What follows belongs to an exercise in optimizing a design on an open flow for small area; a production flow would make more cautious choices. The RTL was checked by simulation tests, not by an equivalence proof against the original design. Power is estimated from default activity; no workload was simulated.

==> flow/design.v (outline; a module is shown in full before it is edited, if it fits) <==
// module MacArray: 423 lines
// module macc_c0_r0: 317 lines
// module macc_c0_r1: 430 lines
// module macc_c0_r2: 403 lines
// module macc_c0_r3: 403 lines
// module fin_c0: 66 lines
// module macc_cn_r0: 362 lines
// module macc_cn_r1: 394 lines
// module macc_cn_r2: 394 lines
// module macc_cn_r3: 394 lines
// module fin_cn: 46 lines
// module fa: 4 lines
// module ha: 4 lines
// module fa1: 4 lines
// module bsel: 3 lines
// module bsel0: 3 lines
// module bseln: 3 lines
module MacArray
#(
    parameter MAC_ROW        = 4,
    parameter MAC_COL        = 4,
    parameter IFMAP_BITWIDTH = 16,
    parameter W_BITWIDTH     = 8,
    parameter OFMAP_BITWIDTH = 32
)
(
    input  logic                                   clk,
    input  logic                                   rstn,
    input  logic                                   w_prefetch_in,
    input  logic                                   w_enable_in,
    input  logic [MAC_COL-1:0][W_BITWIDTH-1:0]     w_data_in,
    input  logic                                   ifmap_start_in,
    input  logic [MAC_ROW-1:0]                     ifmap_enable_in,
    input  logic [MAC_ROW-1:0][IFMAP_BITWIDTH-1:0] ifmap_data_in,
    output logic [MAC_COL-1:0]                     ofmap_valid_out,
    output logic [MAC_COL-1:0][OFMAP_BITWIDTH-1:0] ofmap_data_out
);
  // ...
==> flow/flow/run.sh <==
#!/bin/bash
# Standard layout; keep a copy of the helper scripts for reference.
set -e
ls -la > ls.txt
bash standard.sh > standard.log 2>&1
==> flow/standard.sh <==
#!/bin/bash
# synth_recipe.tcl (not shown) runs the flow's synth.tcl, then flattens the netlist and writes it again
# the make line also repeats each setting of config.mk as NAME=value (left out here)
make -C /OpenROAD-flow-scripts/flow DESIGN_CONFIG=/design/flow/config.mk WORK_HOME=/design/flow/orfs CLKGATE_MAP_FILE= SYNTH_SCRIPT=/design/flow/synth_recipe.tcl "${@:-finish}"
==> flow/config.mk <==
export PLATFORM = sky130hd
export DESIGN_NAME = MacArray
export DESIGN_NICKNAME = MacArray
export VERILOG_FILES = /design/flow/design.v
export SDC_FILE = /design/flow/constraint.sdc
export NUM_CORES = 4
export LEC_CHECK = 0
export ABC_CLOCK_PERIOD_IN_PS = 10000
export CAP_MARGIN = 20
export CORE_MARGIN = 2
export CORE_UTILIZATION = 65
export PLACE_DENSITY = 0.75
export SLEW_MARGIN = 20
export SYNTH_HIERARCHICAL = 1
==> flow/constraint.sdc <==
create_clock -name core_clock -period 10.0 [get_ports {clk}]
set_input_delay 2.0000 -clock core_clock [delete_from_list [all_inputs] [get_ports {clk}]]
set_output_delay 2.0000 -clock core_clock [all_outputs]
set_load 0.01 [all_outputs]
==> out/metrics.cfg, run 1 <==
[pwr]
pg_comb_w = 0.00373
swShare_pct = 33.90

[cells_and_area]
final-clk-cell-share_pct = 3.869
mostFrequentLayoutCells = fa_1, xnor2_1, a22oi_2
fin_util_pct = 68.71
biggestCellCategory = multi-input combinational cells
fin_area_um2 = 81240
nMultiInputCombCells = 4980

[routing]
vias_per_cell = 5.967
wl_met3_um = 6389
remaining_drc_errors = 0
dr.pass1.iters = 5

[critical_path]
path_cells = nor2b_1 > a22oi_2 > xnor2_1 > fa_1 > fa_1 > fa_1 > fa_1 > fa_1 > fa_1 > fa_1 > fa_1 > fa_1 > fa_1 > fa_1 > fa_1 > fa_1 > fa_1 > fa_1 > ha_1 > fa_1 > mux2i_1 > nor2b_1
cpMaxStageDelayCell = dfxtp_1
r2r-end = p_c3r0[17]
critical_path_buf_inv_count = 0

[grt]
use_met2_pct = 49.26
overflow = 0
use_met3_pct = 2.573
grt_pass1_wl_um = 279300

[clock_network]
tritoncts = yes
worst_skew_pair.late_latency_ps = 680
cts_resized = 0

[synth]
seq_area_frac_synth_pct = 19.90
yosys.area_share.simple_pct = 7.056
syn_avg_cell_area_um2 = 11.88

[timing]
final.setup.tns_ps = 0
period_share_pct = 85.33
rsz0062_at_grt = false
timing_hold_violations_final = 0
worst_hold_slack_ps = 478.0

[die]
die_x_um = 349.4
fp-row-count = 126

[outcome]
outcome = timing/DRC/antenna clean

[placed_design]
dp.cells = 7780
dp_hpwl_um = 129300

==> run 2: changes to the inputs <==
==> flow/run.sh (new file) <==
#!/bin/bash
# synth_recipe.tcl (not shown) runs the flow's synth.tcl, then flattens the netlist and writes it again
# the make line also repeats each setting of config.mk as NAME=value (left out here)
make -C /OpenROAD-flow-scripts/flow DESIGN_CONFIG=/design/flow/config.mk WORK_HOME=/design/flow/orfs CLKGATE_MAP_FILE= SYNTH_SCRIPT=/design/flow/synth_recipe.tcl finish
--- a/flow/config.mk
+++ b/flow/config.mk
@@ -8,7 +8,6 @@
 export ABC_CLOCK_PERIOD_IN_PS = 10000
 export CAP_MARGIN = 20
 export CORE_MARGIN = 2
-export CORE_UTILIZATION = 65
-export PLACE_DENSITY = 0.75
+export CORE_UTILIZATION = 40
 export SLEW_MARGIN = 20
 export SYNTH_HIERARCHICAL = 1
removed: flow/flow/run.sh
removed: flow/standard.sh
==> run 2 against run 1 <==
  * Still clean on timing, DRC and antenna
  * Fmax is 0.63% higher
  * Hold slack worse by 18 ps
  * Die area is 62% higher
  * Sequential share of layout area is 0.31 points lower
  * Via count is 1.6% lower
  * Non-clock buffer count is 5 lower
  * Synthesized area stayed put
  * Clock skew is 0.80 ps higher
  * Critical path type unchanged
  * Largest power group is now registers
==> out/metrics.cfg, run 2 <==
[outcome]
outcome = timing/DRC/antenna clean  ; unchanged

[routing]
met1_length_um = 82120  ; was 71,060 um
drt_wl_total_um = 185400  ; was 171,900 um
remaining_drc_errors = 0  ; unchanged
wl_met2_um = 94160  ; was 87,700 um
drtIter0Drc = 2676  ; was 3,047
dr.pass1.iters = 5  ; unchanged
vias = 46630  ; was 47,410
vias_per_cell = 5.218  ; was 5.967
dr.max_layer_used = met4  ; unchanged
postRouteAntennaNets = 0  ; unchanged
wl_met3_um = 5598  ; was 6389 um
routedWlPerCell_um = 20.75  ; was 21.64 um

[grt]
grt_max_degree = 254  ; was 193
first_global_vias = 49540  ; was 50,090
grt_pass1_wl_um = 293000  ; was 279,300 um
overflow = 0  ; unchanged
antenna_found_initial = 0  ; unchanged
grt_usage_pct = 18.67  ; was 28.72%

[timing]
worstMarginPinSlew_ps = 1074  ; was 1120 ps
rsz0062_at_grt = false  ; unchanged
period_share_pct = 84.79  ; was 85.33%
fmax_ghz = 0.1179  ; was 0.1172 GHz
drv_slew = 0  ; unchanged
setup_violations = 0  ; unchanged
period_minus_slack_ps = 8479  ; was 8533 ps
skew_ps = 24.25  ; was 23.45 ps
timing_hold_violations_final = 0  ; unchanged
final.setup.tns_ps = 0  ; unchanged
slew_headroom_pct = 27.91  ; was 24.87%

[pwr]
p_sw_w = 0.003735  ; was 0.003704 W
pwr-share-comb_pct = 33.3  ; was 34.1%
p_int_w = 0.007221  ; was 0.007222 W
vdd_drop_max_uv = 200.8  ; was 276.9 uV
swShare_pct = 34.09  ; was 33.90%
power_frac_clock_pct = 32.9  ; was 32.1%
p_per_area_nw_per_um2 = 132.6  ; was 134.5 nW/um^2
power_frac_seq_pct = 33.8  ; about the same
power.leakage_nw = 30.68  ; was 30.64 nW

[synth]
ys_ff_latch = 771  ; unchanged
synth_edf_count = 0  ; unchanged
synth_warnings = 7  ; unchanged
synth_top_area_cell = fa_1  ; unchanged
syn_inst = 6530  ; unchanged
syn_avg_cell_area_um2 = 11.88  ; unchanged
synthArstFlopShare_pct = 0  ; unchanged
synthMostInstantiatedCell = fa_1  ; unchanged
synth_top_area_share_pct = 26.89  ; unchanged
synth_area_um2 = 77560  ; unchanged
netlist_top_cells_count = fa_1, xnor2_1, a22oi_2, dfxtp_1, buf_4  ; unchanged
synthTopCellsByArea = fa_1, dfxtp_1, a22oi_2  ; unchanged
synth_cell_type_count = 30  ; unchanged
seq_area_frac_synth_pct = 19.90  ; unchanged
synth_flop_cell = dfxtp_1  ; unchanged

[critical_path]
end_kind = flop  ; unchanged
required_ps = 10640  ; was 10,560 ps
worstPathArrival_ps = 9120  ; was 9100 ps
cp-start-kind = flop  ; unchanged
worst-setup-path-type = reg -> reg  ; unchanged
crit_path_max_fanout = 23  ; was 13
rrSetupSlack_ps = 1520  ; was 1470 ps

[clock_network]
worst_skew_pair.late_latency_ps = 730  ; was 680 ps
postCtsSetupRepairBufs = 0  ; unchanged
postCtsHoldBufs = 0  ; unchanged
htree_levels = 3  ; unchanged
clk_pin_slew_ps = 60  ; about the same
cts_made_buffers = 92  ; was 89
tritoncts = yes  ; unchanged
clk_path_buf_depth = 3  ; unchanged
cts_sinks = 771  ; unchanged
cts_root_buffer = clkbuf_16  ; unchanged
cts_resized = 0  ; unchanged

[die]
fp.dieH_um = 444.4  ; was 349.4 um
fp-row-count = 161  ; was 126
ios = 237  ; unchanged
die_x_um = 444.4  ; was 349.4 um
die_area_um2 = 197500  ; was 122,100 um^2
core_area_um2 = 192600  ; was 118,200 um^2
initial_core_util_pct = 40.28  ; was 65.60%

[cells_and_area]
fin_util_pct = 42.89  ; was 68.71%
fillCellCount = 18040  ; was 8,828
mostFrequentLayoutCells = fa_1, xnor2_1, a22oi_2  ; unchanged
finalNetCount = 7673  ; was 7,675
layout_commonest_cell = fa_1  ; unchanged
area_delta_synth_final_pct = 6.488  ; was 4.741%
drive_gt1_share_pct = 20.91  ; was 20.83%

[hold_path]
hold_class = reg -> reg  ; unchanged

[placed_design]
gp_congestion = 0.8381  ; was 0.8842
io_buffers = 234  ; unchanged
dp_hpwl_um = 142000  ; was 129,300 um

[job]
drv_cap = 0  ; unchanged

run 2: cell types whose count changed in the layout (fill, tap and decap cells not counted), sizes merged:
cell	change
bufinv	-1
clkbuf	+1
clkinv	+7
diode	+2
buf	-5
clkinvlp	-2
run 2: per-layer routing:
metal | global-route usage, % | vias to the layer above
met5 | 0 | -
met4 | 3.914 | 0
met3 | 2.023 | 163
met2 | 32.42 | 762
met1 | 25.04 | 24170
li1 | - | 21540
run 2: path summary, 6_finish.rpt:
check	startpoint	to	depth (start not counted)
worst max register to register	w_c2r0[1]	p_c2r0[17]	24
worst min register to register	w_c3r3[7]	w_c3r3[7]	2
worst min-delay path	w_c3r3[7]	w_c3r3[7]	2
worst max-delay path	w_c2r0[1]	p_c2r0[17]	24
run 2: cells by family after synthesis:
logic type / share of synthesized area (%)
AOI/OAI and AO/OA: 16.00
other: 0.01935
xor gates and xnor gates: 13.01
buffers and inverters: 7.156
and+or+nand+nor: 7.056
muxes: 6.853
DFF: 19.90
adders and majority gates: 30.01
run 2: power groups by stage:
stage          clock, W  sequential [W]  combinational [W]
2_1_floorplan         0         0.00365            0.00366
3_3_place_gp          0         0.00377            0.00371
3_5_place_dp          0         0.00377            0.00377
4_1_cts         0.00372         0.00370            0.00378
5_1_grt         0.00385         0.00373            0.00411
6_report        0.00361         0.00370            0.00365
run 2: Yosys stat by module (local to each module, per instance), excerpt:
module	cells inside	copies in the design	cell area (um^2)
MacArray	2115	1	25340
macc_c0_r1	54	1	386.6
macc_c0_r3	54	1	381.6
macc_c0_r2	52	1	366.6
macc_cn_r3	52	3	366.6
macc_cn_r2	52	3	366.6
macc_cn_r0	52	3	361.6
fin_c0	29	1	211.5
fin_cn	27	3	203.9
fa1	5	14	27.53
bsel	2	960	21.27
fa	1	1042	20.02
bsel0	2	64	12.51
run 2: cell type report:
type                       count  area (um^2)  share of cell area, %
tap                         2526         3161                  3.826
clock buffer                 121         2592                  3.139
sequential                   771        15440                  18.69
multi-input combinational   4980        56710                  68.66
inverter                      58        217.7                 0.2636
antenna                        2        5.005               0.006059
clock inverter                49        651.9                 0.7892
timing repair buffer         430         3821                  4.626
run 2: per-stage QoR:
stage / cell area [um^2] / std cells / power [W] / worst slack, ps / hold slack, ps
floorplan: 77580 / 6534 / 0.007306 / 802.7 / 441.2
global placement: 79320 / 8765 / 0.007478 / 1274 / 448.2
detailed placement: 79320 / 8765 / 0.007539 / 1260 / 457.2
CTS: 82560 / 8935 / 0.01121 / 1547 / 469.4
global route: 82590 / 8935 / 0.01170 / 1121 / 503.0
finish: 82600 / 8937 / 0.01096 / 1521 / 459.8
run 2: worst max-delay path: stages, from the launching register on:
cell	delay, ps
dfxtp_1	380
buf_4	340
xor2_1	170
buf_4	300
nand2_1	110
xnor2_1	170
fa_1	400
fa_1	410
fa_1	400
fa_1	420
fa_1	390
fa_1	400
fa_1	400
fa_1	400
fa_1	400
fa_1	410
fa_1	400
fa_1	400
fa_1	400
fa_1	390
fa_1	450
ha_1	200
fa_1	480
mux2i_1	60
nor2b_1	130
==> run 3: changes to the inputs <==
==> flow/flow/run.sh (new file) <==
#!/bin/bash
# Layout flow: the standard synthesis, then an area-oriented re-mapping of the
# combinational logic (every cell except the registers, full adders, half
# adders and tie cells is turned back into logic and mapped again by ABC for
# area), then the standard flow from floorplan to finish.
# Each tool's output goes to a log file of its own in this folder.
set -euo pipefail
R=orfs/results/${FLOW_PLATFORM:-sky130hd}/MacArray/base
LIB=${FLOW_HOME}/platforms/sky130hd/lib/sky130_fd_sc_hd__tt_025C_1v80.lib
YOSYS=$(command -v yosys || echo /OpenROAD-flow-scripts/tools/install/yosys/bin/yosys)

bash standard.sh synth > 1_synth_standard.log 2>&1
cp $R/1_2_yosys.v 1_2_yosys_standard.v

DONT_USE=""
for c in $(sed -n 's/^export DONT_USE_CELLS += //p; /^ *sky130_fd_sc_hd__/p' ${FLOW_HOME}/platforms/sky130hd/config.mk | tr -d '\\'); do
  DONT_USE="$DONT_USE -dont_use $c"
done
cat > remap.abc <<EOF
strash
dch
map -a
topo
EOF
cat > remap.ys <<EOF
read_liberty -ignore_miss_func $LIB
read_verilog 1_2_yosys_standard.v
hierarchy -top MacArray
setattr -mod -set keep_hierarchy 1 sky130_fd_sc_hd__fa_1 sky130_fd_sc_hd__ha_1 sky130_fd_sc_hd__dfxtp_1 sky130_fd_sc_hd__conb_1
flatten
opt_clean
abc -liberty $LIB -script remap.abc $DONT_USE
opt_clean -purge
tee -o remap_stat.txt stat -liberty $LIB
select MacArray
write_verilog -noattr -noexpr -nohex -nodec -selected 1_2_yosys_remapped.v
EOF
$YOSYS -s remap.ys > 1_remap_yosys.log 2>&1
cp 1_2_yosys_remapped.v $R/1_2_yosys.v
touch $R/1_2_yosys.v

bash standard.sh finish > 2_layout_standard.log 2>&1
==> flow/standard.sh (new file) <==
#!/bin/bash
# synth_recipe.tcl (not shown) runs the flow's synth.tcl, then flattens the netlist and writes it again
# the make line also repeats each setting of config.mk as NAME=value (left out here)
make -C /OpenROAD-flow-scripts/flow DESIGN_CONFIG=/design/flow/config.mk WORK_HOME=/design/flow/orfs CLKGATE_MAP_FILE= SYNTH_SCRIPT=/design/flow/synth_recipe.tcl "${@:-finish}"
--- a/flow/config.mk
+++ b/flow/config.mk
@@ -8,6 +8,7 @@
 export ABC_CLOCK_PERIOD_IN_PS = 10000
 export CAP_MARGIN = 20
 export CORE_MARGIN = 2
-export CORE_UTILIZATION = 40
+export CORE_UTILIZATION = 60
+export PLACE_DENSITY = 0.7
 export SLEW_MARGIN = 20
 export SYNTH_HIERARCHICAL = 1
removed: flow/run.sh
==> run 3 against run 2 <==
  * Fmax down 3.0%
  * Still clean
  * Setup slack worse by 260 ps
  * Combinational power up 33%
  * Power up 8.3%
  * Count of clock-buffer cells in the layout unchanged
  * First-iteration DRC count up 79%
  * Wire length down 2.1%
  * Clock skew up 18 ps
  * Critical endpoint unchanged
  * Synthesized area down 17%
  * Sequential cell count unchanged
==> out/metrics.cfg, run 3 <==
[outcome]
outcome = timing/DRC/antenna clean  ; unchanged

[placed_design]
io_buffers = 234  ; unchanged
pre_cts_ws_ps = 1358  ; was 1260 ps
gp_congestion = 0.9508  ; was 0.8381
dp.cells = 8330  ; was 8,765
dp_hpwl_um = 137600  ; was 142,000 um

[die]
die_x_um = 331.6  ; was 444.4 um
fp.dieH_um = 331.6  ; was 444.4 um
fp-row-count = 120  ; was 161
die_area_um2 = 110000  ; was 197,500 um^2
ios = 237  ; unchanged
initial_core_util_pct = 60.32  ; was 40.28%
core_area_um2 = 106800  ; was 192,600 um^2

[timing]
final.setup.tns_ps = 0  ; unchanged
rsz0062_at_grt = false  ; unchanged
setup_violations = 0  ; unchanged
slew_headroom_pct = 28.53  ; was 27.91%
fin_ws_ps = 1260  ; was 1521 ps
skew_ps = 42.62  ; was 24.25 ps
period_minus_slack_ps = 8740  ; was 8479 ps
timing_hold_violations_final = 0  ; unchanged
worstMarginPinSlew_ps = 1071  ; was 1074 ps
period_share_pct = 87.40  ; was 84.79%
drv_slew = 0  ; unchanged
fmax_ghz = 0.1144  ; was 0.1179 GHz

[critical_path]
path_cells = clkinv_1 > nand2_1 > nand2_1 > nor2_1 > xor2_1 > fa_1 > fa_1 > fa_1 > fa_1 > fa_1 > fa_1 > fa_1 > fa_1 > fa_1 > fa_1 > fa_1 > fa_1 > fa_1 > fa_1 > fa_1 > ha_1 > fa_1 > nor2_1 > nor2_1  ; was buf_4 > xor2_1 > buf_4 > nand2_1 > xnor2_1 > fa_1 > fa_1 > fa_1 > fa_1 > fa_1 > fa_1 > fa_1 > fa_1 > fa_1 > fa_1 > fa_1 > fa_1 > fa_1 > fa_1 > fa_1 > ha_1 > fa_1 > mux2i_1 > nor2b_1
cpMostUsedCell = fa_1  ; unchanged
critical_path_buf_inv_count = 1  ; was 2
reg2regPathDepth = 24  ; unchanged
worst-setup-path-type = reg -> reg  ; unchanged
required_ps = 10550  ; was 10,640 ps
slowest_delay_ps = 660  ; was 480 ps
end_kind = flop  ; unchanged
worstPathArrival_ps = 9280  ; was 9120 ps
crit_family = adder cells  ; unchanged
crit_path_max_fanout = 16  ; was 23
cp-start-kind = flop  ; unchanged
cpMaxStageDelayCell = dfxtp_1  ; was fa_1
cp_num_cells = 24  ; unchanged

[routing]
vias_per_cell = 6.114  ; was 5.218
remaining_drc_errors = 0  ; unchanged
drtIter0Drc = 4777  ; was 2,676
routedWlPerCell_um = 21.36  ; was 20.75 um
dr.pass1.iters = 6  ; was 5
postRouteAntennaNets = 0  ; unchanged
drt_wl_total_um = 181400  ; was 185,400 um
vias = 51930  ; was 46,630

[pwr]
power_frac_seq_pct = 30.4  ; was 33.8%
power_frac_clock_pct = 28.8  ; was 32.9%
power.leakage_nw = 35.13  ; was 30.68 nW
p_int_w = 0.007506  ; was 0.007221 W
pwr-share-comb_pct = 40.8  ; was 33.3%
p_per_area_nw_per_um2 = 163.9  ; was 132.6 nW/um^2
finalPower_w = 0.01186  ; was 0.01096 W
p_sw_w = 0.004354  ; was 0.003735 W
swShare_pct = 36.71  ; was 34.09%
vdd_drop_max_uv = 175.8  ; was 200.8 uV

[cells_and_area]
layout.cells.non_filler = 8494  ; was 8,937
fillCellCount = 8683  ; was 18,040
area_delta_synth_final_pct = 12.39  ; was 6.488%
finalNetCount = 8357  ; was 7,673
seqCellArea_um2 = 15430  ; was 15,440 um^2
multi_input_area_um2 = 47420  ; was 56,710 um^2
drive_gt1_share_pct = 4.374  ; was 20.91%
layout_commonest_cell = fa_1  ; unchanged
fin_util_pct = 67.79  ; was 42.89%
mostFrequentLayoutCells = fa_1, o22ai_1, xor2_1  ; was fa_1, xnor2_1, a22oi_2

[clock_network]
postCtsHoldBufs = 0  ; unchanged
cts_root_buffer = clkbuf_16  ; unchanged
htree_levels = 3  ; unchanged
cts_made_buffers = 87  ; was 92
clk_path_buf_depth = 3  ; unchanged
clk_pin_slew_ps = 60  ; about the same
worst_skew_pair.late_latency_ps = 680  ; was 730 ps
postCtsSetupRepairBufs = 0  ; unchanged
cts_sinks = 771  ; unchanged
tritoncts = yes  ; unchanged
cts_resized = 0  ; unchanged

[grt]
antenna_found_initial = 6  ; was 0
grt_usage_pct = 33.18  ; was 18.67%
grt_max_degree = 206  ; was 254
grt_pass1_wl_um = 289900  ; was 293,000 um
overflow = 0  ; unchanged
first_global_vias = 52550  ; was 49,540

[hold_path]
hold_class = reg -> reg  ; unchanged
hold_depth = 0  ; was 2

[synth]
synth_area_um2 = 64390  ; was 77,560 um^2
syn_avg_cell_area_um2 = 9.762  ; was 11.88 um^2
synth_warnings = 7  ; unchanged
syn_inst = 6596  ; was 6,530

[job]
drv_cap = 0  ; unchanged

==> run 3: per-layer routing <==
metal / vias to the layer above / part of all wire, % / GRT usage [%] / routed length [um]
met4: 4 / 4.5 / 13.50 / 8166
li1: 23670 / - / - / -
met3: 422 / 6.6 / 4.543 / 11930
met2: 2126 / 49 / 56.77 / 89530
met5: - / 0.016 / 0 / 29
met1: 25710 / 40 / 42.58 / 71770
==> run 3: area by class of cell <==
| cell class | count | area share, % |
|---|---|---|
| antenna | 3 | 0.01037 |
| timing repair buffer | 335 | 4.374 |
| multi-input combinational | 5415 | 65.53 |
| clock inverter | 39 | 0.6587 |
| inverter | 407 | 2.111 |
| tap | 1403 | 2.426 |
| sequential | 771 | 21.33 |
| clock buffer | 121 | 3.563 |
==> run 3: final timing paths <==
check             slack [ps]         end        from
setup reg to reg        1260  p_c2r0[17]   w_c2r0[1]
hold reg to reg          350  x_c2r0[13]  x_c1r0[13]
hold / removal           350  x_c2r0[13]  x_c1r0[13]
setup / recovery        1260  p_c2r0[17]   w_c2r0[1]
==> run 3: worst register-to-register path, stage by stage, from the launching register on <==
cell and delay (ps):
dfxtp_1 660, clkinv_1 310, nand2_1 170, nand2_1 380, nor2_1 260, xor2_1 100
fa_1 390, fa_1 420, fa_1 400, fa_1 410, fa_1 400, fa_1 390
fa_1 390, fa_1 390, fa_1 380, fa_1 390, fa_1 390, fa_1 390
fa_1 390, fa_1 400, fa_1 450, ha_1 200, fa_1 430, nor2_1 110
nor2_1 40
==> run 3: metrics by stage <==
stage / hold WS [ps] / cell area, um^2
final: 351.5 / 72370
after global routing: 353.5 / 72360
after detailed placement: 344.3 / 69290
after CTS: 348.8 / 72340
after global placement: 345.8 / 69230
after floorplan: 338.0 / 64390
==> run 3: power groups by stage <==
stage                     Clock (W)  Combinational, W  Sequential (W)
after floorplan                   0           0.00318         0.00360
after global placement            0           0.00477         0.00368
after detailed placement          0           0.00485         0.00368
after CTS                   0.00347           0.00489         0.00361
after global routing        0.00358           0.00550         0.00364
final                       0.00341           0.00484         0.00361
==> run 4: changes to the inputs <==
--- a/flow/config.mk
+++ b/flow/config.mk
@@ -9,6 +9,8 @@
 export CAP_MARGIN = 20
 export CORE_MARGIN = 2
 export CORE_UTILIZATION = 60
+export CTS_BUF_LIST = sky130_fd_sc_hd__clkbuf_4
+export CTS_CLUSTER_SIZE = 20
 export PLACE_DENSITY = 0.7
 export SLEW_MARGIN = 20
 export SYNTH_HIERARCHICAL = 1
==> run 4 against run 3 <==
  * Wire length rose by 0.12%
  * Critical path depth stayed put
  * Largest power group unchanged
  * Critical path type unchanged
  * Combinational power about the same
  * Utilization decreased by 0.45 points
  * Setup slack worse by 5.4 ps
==> out/metrics.cfg, run 4 <==
[timing]
drv_slew = 0  ; unchanged
worstMarginPinSlew_ps = 1165  ; was 1071 ps
fmax_ghz = 0.1144  ; about the same
slew_headroom_pct = 22.25  ; was 28.53%
skew_ps = 99.24  ; was 42.62 ps
rsz0062_at_grt = false  ; unchanged
period_share_pct = 87.45  ; was 87.40%
period_minus_slack_ps = 8745  ; was 8740 ps
setup_violations = 0  ; unchanged
timing_hold_violations_final = 0  ; unchanged
final.setup.tns_ps = 0  ; unchanged
fin_ws_ps = 1255  ; was 1260 ps

[die]
fp-row-count = 120  ; unchanged
initial_core_util_pct = 60.32  ; unchanged
core_area_um2 = 106800  ; unchanged
die_x_um = 331.6  ; unchanged
ios = 237  ; unchanged
die_area_um2 = 110000  ; unchanged
fp.dieH_um = 331.6  ; unchanged

[routing]
met1_length_um = 71220  ; was 71,770 um
vias = 52650  ; was 51,930
vias_per_cell = 6.050  ; was 6.114
remaining_drc_errors = 0  ; unchanged
wl_met2_um = 89990  ; was 89,530 um
drt_wl_total_um = 181600  ; was 181,400 um
wl_met3_um = 12540  ; was 11,930 um
dr.max_layer_used = met5  ; unchanged
postRouteAntennaNets = 0  ; unchanged
routedWlPerCell_um = 20.87  ; was 21.36 um
drtIter0Drc = 4881  ; was 4,777
dr.pass1.iters = 7  ; was 6

[critical_path]
reg2regPathDepth = 24  ; unchanged
crit_path_max_fanout = 16  ; unchanged
worstPathArrival_ps = 9730  ; was 9280 ps
worst-setup-path-type = reg -> reg  ; unchanged
cp-start-kind = flop  ; unchanged
r2r-end = p_c2r0[17]  ; unchanged
end_kind = flop  ; unchanged
reg2reg_from = w_c2r0[1]  ; unchanged
required_ps = 10980  ; was 10,550 ps
rrSetupSlack_ps = 1260  ; about the same

[cells_and_area]
area_delta_synth_final_pct = 11.65  ; was 12.39%
seqCellArea_um2 = 15430  ; unchanged
multi_input_area_um2 = 47420  ; unchanged
layout_commonest_cell = fa_1  ; unchanged
fin_util_pct = 67.34  ; was 67.79%
fillCellCount = 8860  ; was 8,683
drive_gt1_share_pct = 6.501  ; was 4.374%
mostFrequentLayoutCells = fa_1, o22ai_1, xor2_1  ; unchanged
fin_area_um2 = 71890  ; was 72,370 um^2
finalNetCount = 8474  ; was 8,357

[clock_network]
cts_made_buffers = 205  ; was 87
cts_resized = 0  ; unchanged
cts_root_buffer = clkbuf_4  ; was clkbuf_16
clk_pin_slew_ps = 80  ; was 60 ps
worst_skew_pair.late_latency_ps = 1130  ; was 680 ps
tritoncts = yes  ; unchanged
htree_levels = 4  ; was 3
postCtsSetupRepairBufs = 0  ; unchanged
clk_path_buf_depth = 3  ; unchanged
postCtsHoldBufs = 0  ; unchanged
cts_sinks = 771  ; unchanged

[job]
drv_cap = 0  ; unchanged

[placed_design]
gp_congestion = 0.9508  ; unchanged
pre_cts_ws_ps = 1358  ; unchanged
placed_area_um2 = 69290  ; unchanged
io_buffers = 234  ; unchanged
dp_hpwl_um = 137600  ; unchanged

[grt]
antenna_found_initial = 7  ; was 6
grt_pass1_wl_um = 290300  ; was 289,900 um
overflow = 0  ; unchanged
grt_max_degree = 206  ; unchanged
first_global_vias = 53620  ; was 52,550
grt_usage_pct = 33.30  ; was 33.18%

[hold_path]
hold_class = reg -> reg  ; unchanged
worstHoldStart = x_c1r2[13]  ; was x_c1r0[13]
hold_depth = 0  ; unchanged
hold_end = x_c2r2[13]  ; was x_c2r0[13]

[pwr]
vdd_drop_max_uv = 158.9  ; was 175.8 uV
finalPower_w = 0.01125  ; was 0.01186 W
power.leakage_nw = 35.16  ; was 35.13 nW
p_per_area_nw_per_um2 = 156.4  ; was 163.9 nW/um^2

[outcome]
outcome = timing/DRC/antenna clean  ; unchanged

[synth]
synth_area_um2 = 64390  ; unchanged
syn_avg_cell_area_um2 = 9.762  ; unchanged
synth_warnings = 7  ; unchanged
syn_inst = 6596  ; unchanged

==> run 4: cell type report <==
cell class,instances,area share [%]
diodes,8,0.02785
clock buffers,286,2.987
clock inverters,78,0.6039
inverters,407,2.125
multi-input cells,5415,65.96
flip-flops and latches,771,21.47
well taps,1403,2.442
repair buffers,334,4.382
==> run 4: worst max-delay path by stage <==
stage / slack (ps) / endpoint / from
6_report: 1260 / p_c2r0[17] / w_c2r0[1]
5_1_grt: 900 / p_c2r0[17] / w_c2r0[1]
4_1_cts: 1330 / ofmap_data_out[29] / p_c0r3[9]
3_5_place_dp: 1360 / p_c2r0[17] / w_c2r0[1]
3_3_place_gp: 1400 / p_c2r0[17] / w_c2r0[1]
2_1_floorplan: 1610 / p_c3r0[17] / w_c3r0[1]
==> run 4: metal layers <==
layer  up-vias  global-route usage (%)
met4         4                   14.60
met1     25870                   42.08
met5         -                       0
li1      24030                       -
met3       461                   5.191
met2      2286                   56.77
==> run 4: power by group <==
part / switching (W) / internal [W]
combinational: 0.00268 / 0.00215
sequential: 0.000278 / 0.00333
clock: 0.00138 / 0.00142
total: 0.00434 / 0.00691
==> run 4: worst max-delay path: stages, from the launching register on <==
cell	delay, ps
dfxtp_1	660
clkinv_1	310
nand2_1	170
nand2_1	380
nor2_1	260
xor2_1	100
fa_1	390
fa_1	420
fa_1	400
fa_1	410
fa_1	400
fa_1	390
fa_1	380
fa_1	380
fa_1	380
fa_1	390
fa_1	390
fa_1	390
fa_1	400
fa_1	400
fa_1	450
ha_1	200
fa_1	430
nor2_1	110
nor2_1	40
==> run 4: per-stage QoR <==
stage	instances	hold WS, ps
final	8702	328.0
after global routing	8701	346.1
after CTS	8694	326.2
after detailed placement	8330	344.3
after global placement	8328	345.8
after floorplan	6596	338.0
==> run 5: changes to the inputs <==
--- a/flow/flow/run.sh
+++ b/flow/flow/run.sh
@@ -39,4 +39,9 @@
 cp 1_2_yosys_remapped.v $R/1_2_yosys.v
 touch $R/1_2_yosys.v
 
-bash standard.sh finish > 2_layout_standard.log 2>&1
+# Clock tree: mid-size clock buffers in larger sink clusters, no dummy loads.
+# Ports: buffered as in the standard flow, with the smallest buffer.
+bash standard.sh finish \
+  "CTS_ARGS=-sink_clustering_enable -repair_clock_nets -buf_list sky130_fd_sc_hd__clkbuf_8 -dont_use_dummy_load -sink_clustering_size 15 -sink_clustering_max_diameter 80" \
+  "BUFFER_PORTS_ARGS=-buffer_cell sky130_fd_sc_hd__buf_1" \
+  > 2_layout_standard.log 2>&1
--- a/flow/config.mk
+++ b/flow/config.mk
@@ -9,8 +9,6 @@
 export CAP_MARGIN = 20
 export CORE_MARGIN = 2
 export CORE_UTILIZATION = 60
-export CTS_BUF_LIST = sky130_fd_sc_hd__clkbuf_4
-export CTS_CLUSTER_SIZE = 20
 export PLACE_DENSITY = 0.7
 export SLEW_MARGIN = 20
 export SYNTH_HIERARCHICAL = 1
==> run 5 against run 4 <==
  * Still clean on timing, DRC and antenna
  * Global-route usage down 0.71 points
  * Hold slack better by 31 ps
  * Sequential share of layout area grew 0.98 points
  * First-iteration DRC count decreased by 0.74%
  * Setup slack better by 210 ps
  * Die area is the same
  * Register-to-register slack better by 210 ps
  * Clock skew is 13 ps lower
  * Combinational power is 2% lower
  * Fmax grew 2.5%
  * Critical path depth did not move
  * Final cell count fell by 3.5%
  * Critical path type unchanged
  * Critical endpoint is now p_c1r0[17]
  * Largest cell class unchanged
  * Highest routed layer unchanged
==> out/metrics.cfg, run 5 <==
[timing]
fmax_ghz = 0.1172  ; was 0.1144 GHz
skew_ps = 85.91  ; was 99.24 ps
period_minus_slack_ps = 8533  ; was 8745 ps
slew_headroom_pct = 26.38  ; was 22.25%
period_share_pct = 85.33  ; was 87.45%
drv_slew = 0  ; unchanged
final.setup.tns_ps = 0  ; unchanged
setup_violations = 0  ; unchanged
worstMarginPinSlew_ps = 1103  ; was 1165 ps
rsz0062_at_grt = false  ; unchanged
timing_hold_violations_final = 0  ; unchanged

[grt]
grt_max_degree = 192  ; was 206
grt_busiest_layer = met2  ; unchanged
grt_pass1_wl_um = 285000  ; was 290,300 um
antenna_found_initial = 9  ; was 7
use_met2_pct = 55.23  ; was 56.77%
use_met3_pct = 4.426  ; was 5.191%
grt_usage_pct = 32.59  ; was 33.30%
first_global_vias = 51740  ; was 53,620
grtUsageMet1_pct = 42.45  ; was 42.08%
overflow = 0  ; unchanged

[critical_path]
worst-setup-path-type = reg -> reg  ; unchanged
cp-start-kind = flop  ; unchanged
end_kind = flop  ; unchanged
required_ps = 10610  ; was 10,980 ps
worstPathArrival_ps = 9140  ; was 9730 ps
crit_path_max_fanout = 16  ; unchanged

[die]
fp.dieH_um = 331.6  ; unchanged
die_area_um2 = 110000  ; unchanged
die_x_um = 331.6  ; unchanged
fp-row-count = 120  ; unchanged
core_area_um2 = 106800  ; unchanged
initial_core_util_pct = 60.32  ; unchanged
ios = 237  ; unchanged

[synth]
synth_warnings = 7  ; unchanged
syn_avg_cell_area_um2 = 9.762  ; unchanged
synth_area_um2 = 64390  ; unchanged
syn_inst = 6596  ; unchanged

[routing]
drtIter0Drc = 4845  ; was 4,881
dr.pass1.iters = 5  ; was 7
postRouteAntennaNets = 0  ; unchanged
vias = 51510  ; was 52,650
routedWlPerCell_um = 21.22  ; was 20.87 um
remaining_drc_errors = 0  ; unchanged
drt_wl_total_um = 178200  ; was 181,600 um
vias_per_cell = 6.133  ; was 6.050

[pwr]
power.leakage_nw = 33.50  ; was 35.16 nW
vdd_drop_max_uv = 183.6  ; was 158.9 uV
p_per_area_nw_per_um2 = 145.7  ; was 156.4 nW/um^2

[cells_and_area]
multi_input_area_um2 = 47420  ; about the same
mostFrequentLayoutCells = fa_1, o22ai_1, xor2_1  ; unchanged
finalNetCount = 8334  ; was 8,474
drive_gt1_share_pct = 3.232  ; was 6.501%
area_delta_synth_final_pct = 6.768  ; was 11.65%
layout_commonest_cell = fa_1  ; unchanged
fin_area_um2 = 68750  ; was 71,890 um^2
fillCellCount = 9233  ; was 8,860
seqCellArea_um2 = 15430  ; unchanged

[job]
drv_cap = 0  ; unchanged

[placed_design]
placed_area_um2 = 67810  ; was 69,290 um^2
io_buffers = 234  ; unchanged
gp_congestion = 0.9591  ; was 0.9508
dp_hpwl_um = 136500  ; was 137,600 um

[clock_network]
postCtsHoldBufs = 0  ; unchanged
clk_pin_slew_ps = 90  ; was 80 ps
htree_levels = 3  ; was 4
cts_made_buffers = 68  ; was 205
clk_path_buf_depth = 3  ; unchanged
tritoncts = yes  ; unchanged
postCtsSetupRepairBufs = 0  ; unchanged
cts_resized = 0  ; unchanged
cts_sinks = 771  ; unchanged
worst_skew_pair.late_latency_ps = 730  ; was 1130 ps
cts_root_buffer = clkbuf_8  ; was clkbuf_4

[outcome]
outcome = timing/DRC/antenna clean  ; unchanged

[hold_path]
hold_class = reg -> reg  ; unchanged

run 5: worst max-delay path, cell delays in order, from the launching register on:
cell and delay (ps):
dfxtp_1 610, clkinv_1 160, nand2_1 120, nand2_1 320
nor2_1 260, xor2_1 110, fa_1 390, fa_1 410
fa_1 400, fa_1 410, fa_1 410, fa_1 400
fa_1 400, fa_1 390, fa_1 400, fa_1 390
fa_1 390, fa_1 390, fa_1 400, fa_1 400
fa_1 460, ha_1 220, fa_1 430, nor2_1 110
nor2_1 60
run 5: final timing paths:
check	startpoint	to	slack, ps	cells after the start
max	w_c1r0[1]	p_c1r0[17]	1470	24
min	x_c1r2[3]	x_c2r2[3]	360	0
max reg2reg	w_c1r0[1]	p_c1r0[17]	1470	24
min reg2reg	x_c1r2[3]	x_c2r2[3]	360	0
run 5: through the flow:
step / util (%) / hold WS [ps] / total power (W) / std cells / setup WS, ps
final: 64.40 / 359.4 / 0.01001 / 8398 / 1467
after CTS: 64.39 / 354.9 / 0.01010 / 8395 / 1512
after floorplan: - / 338.0 / 0.006780 / 6596 / 1615
after detailed placement: 63.52 / 345.1 / 0.008426 / 8327 / 1527
after global routing: 64.40 / 350.5 / 0.01085 / 8396 / 1042
after global placement: 63.46 / 345.1 / 0.008301 / 8325 / 1675
run 5: report_power, final:
group	switching [W]	internal, W
combinational	0.00270	0.00204
sequential	0.000279	0.00333
clock	0.00106	0.000609
total	0.00404	0.00598
run 5: per-layer routing:
metal  vias to the layer above  wire, um  part of all wire (%)
met5                         -        59                 0.033
met4                        10      7549                   4.2
met3                       400     12210                   6.9
met2                      2100     87580                    49
met1                     25480     70780                    40
li1                      23510         -                     -
run 5: cell type report:
cell class                 instances  share of cell area [%]
multi-input combinational       5415                   68.98
sequential                       771                   22.45
antenna                            3                 0.01092
tap                             1403                   2.553
timing repair buffer             331                   2.421
inverter                         407                   2.222
clock buffer                      68                   1.361

==> static timing again, ports no longer ideal <==
In the flow no input, the clock included, has a driving cell. The finished layouts below were timed again as built, in two steps.
Step 1: set_driving_cell puts a clkbuf_16 on clk and a buf_2 on each other input, an assumption about the parent block.
Step 2 moves the port delays by t, midway between the first and last clock arrival at a register: inputs arrive t later, outputs are due t later. That takes back most of the time a late clock gives input paths.
Three values: ideal, step 1, step 2; two values: the first two.
run | t (ns) | setup WS [ns] | hold WS [ns] | worst data-port slew with drivers (ns) | pins driven straight from the clock port
run 1 | 0.755 | 1.467 / 1.467 / 1.320 | 0.478 / 0.478 / 0.478 | 0.06 | 1
run 2 | 0.798 | 1.521 / 1.521 / 1.247 | 0.460 / 0.460 / 0.460 | 0.07 | 1
run 3 | 0.736 | 1.260 / 1.260 / 1.260 | 0.351 / 0.351 / 0.351 | 0.10 | 1
run 4 | 1.152 | 1.255 / 1.255 / 1.255 | 0.328 / 0.328 / 0.328 | 0.10 | 1
run 5 | 0.764 | 1.467 / 1.467 / 1.467 | 0.359 / 0.359 / 0.359 | 0.09 | 1
After both steps every run listed still meets setup and hold. For run 2, which loses most, drivers alone change the setup slack by 0.000 ns; drivers and shift together by -0.274 ns.
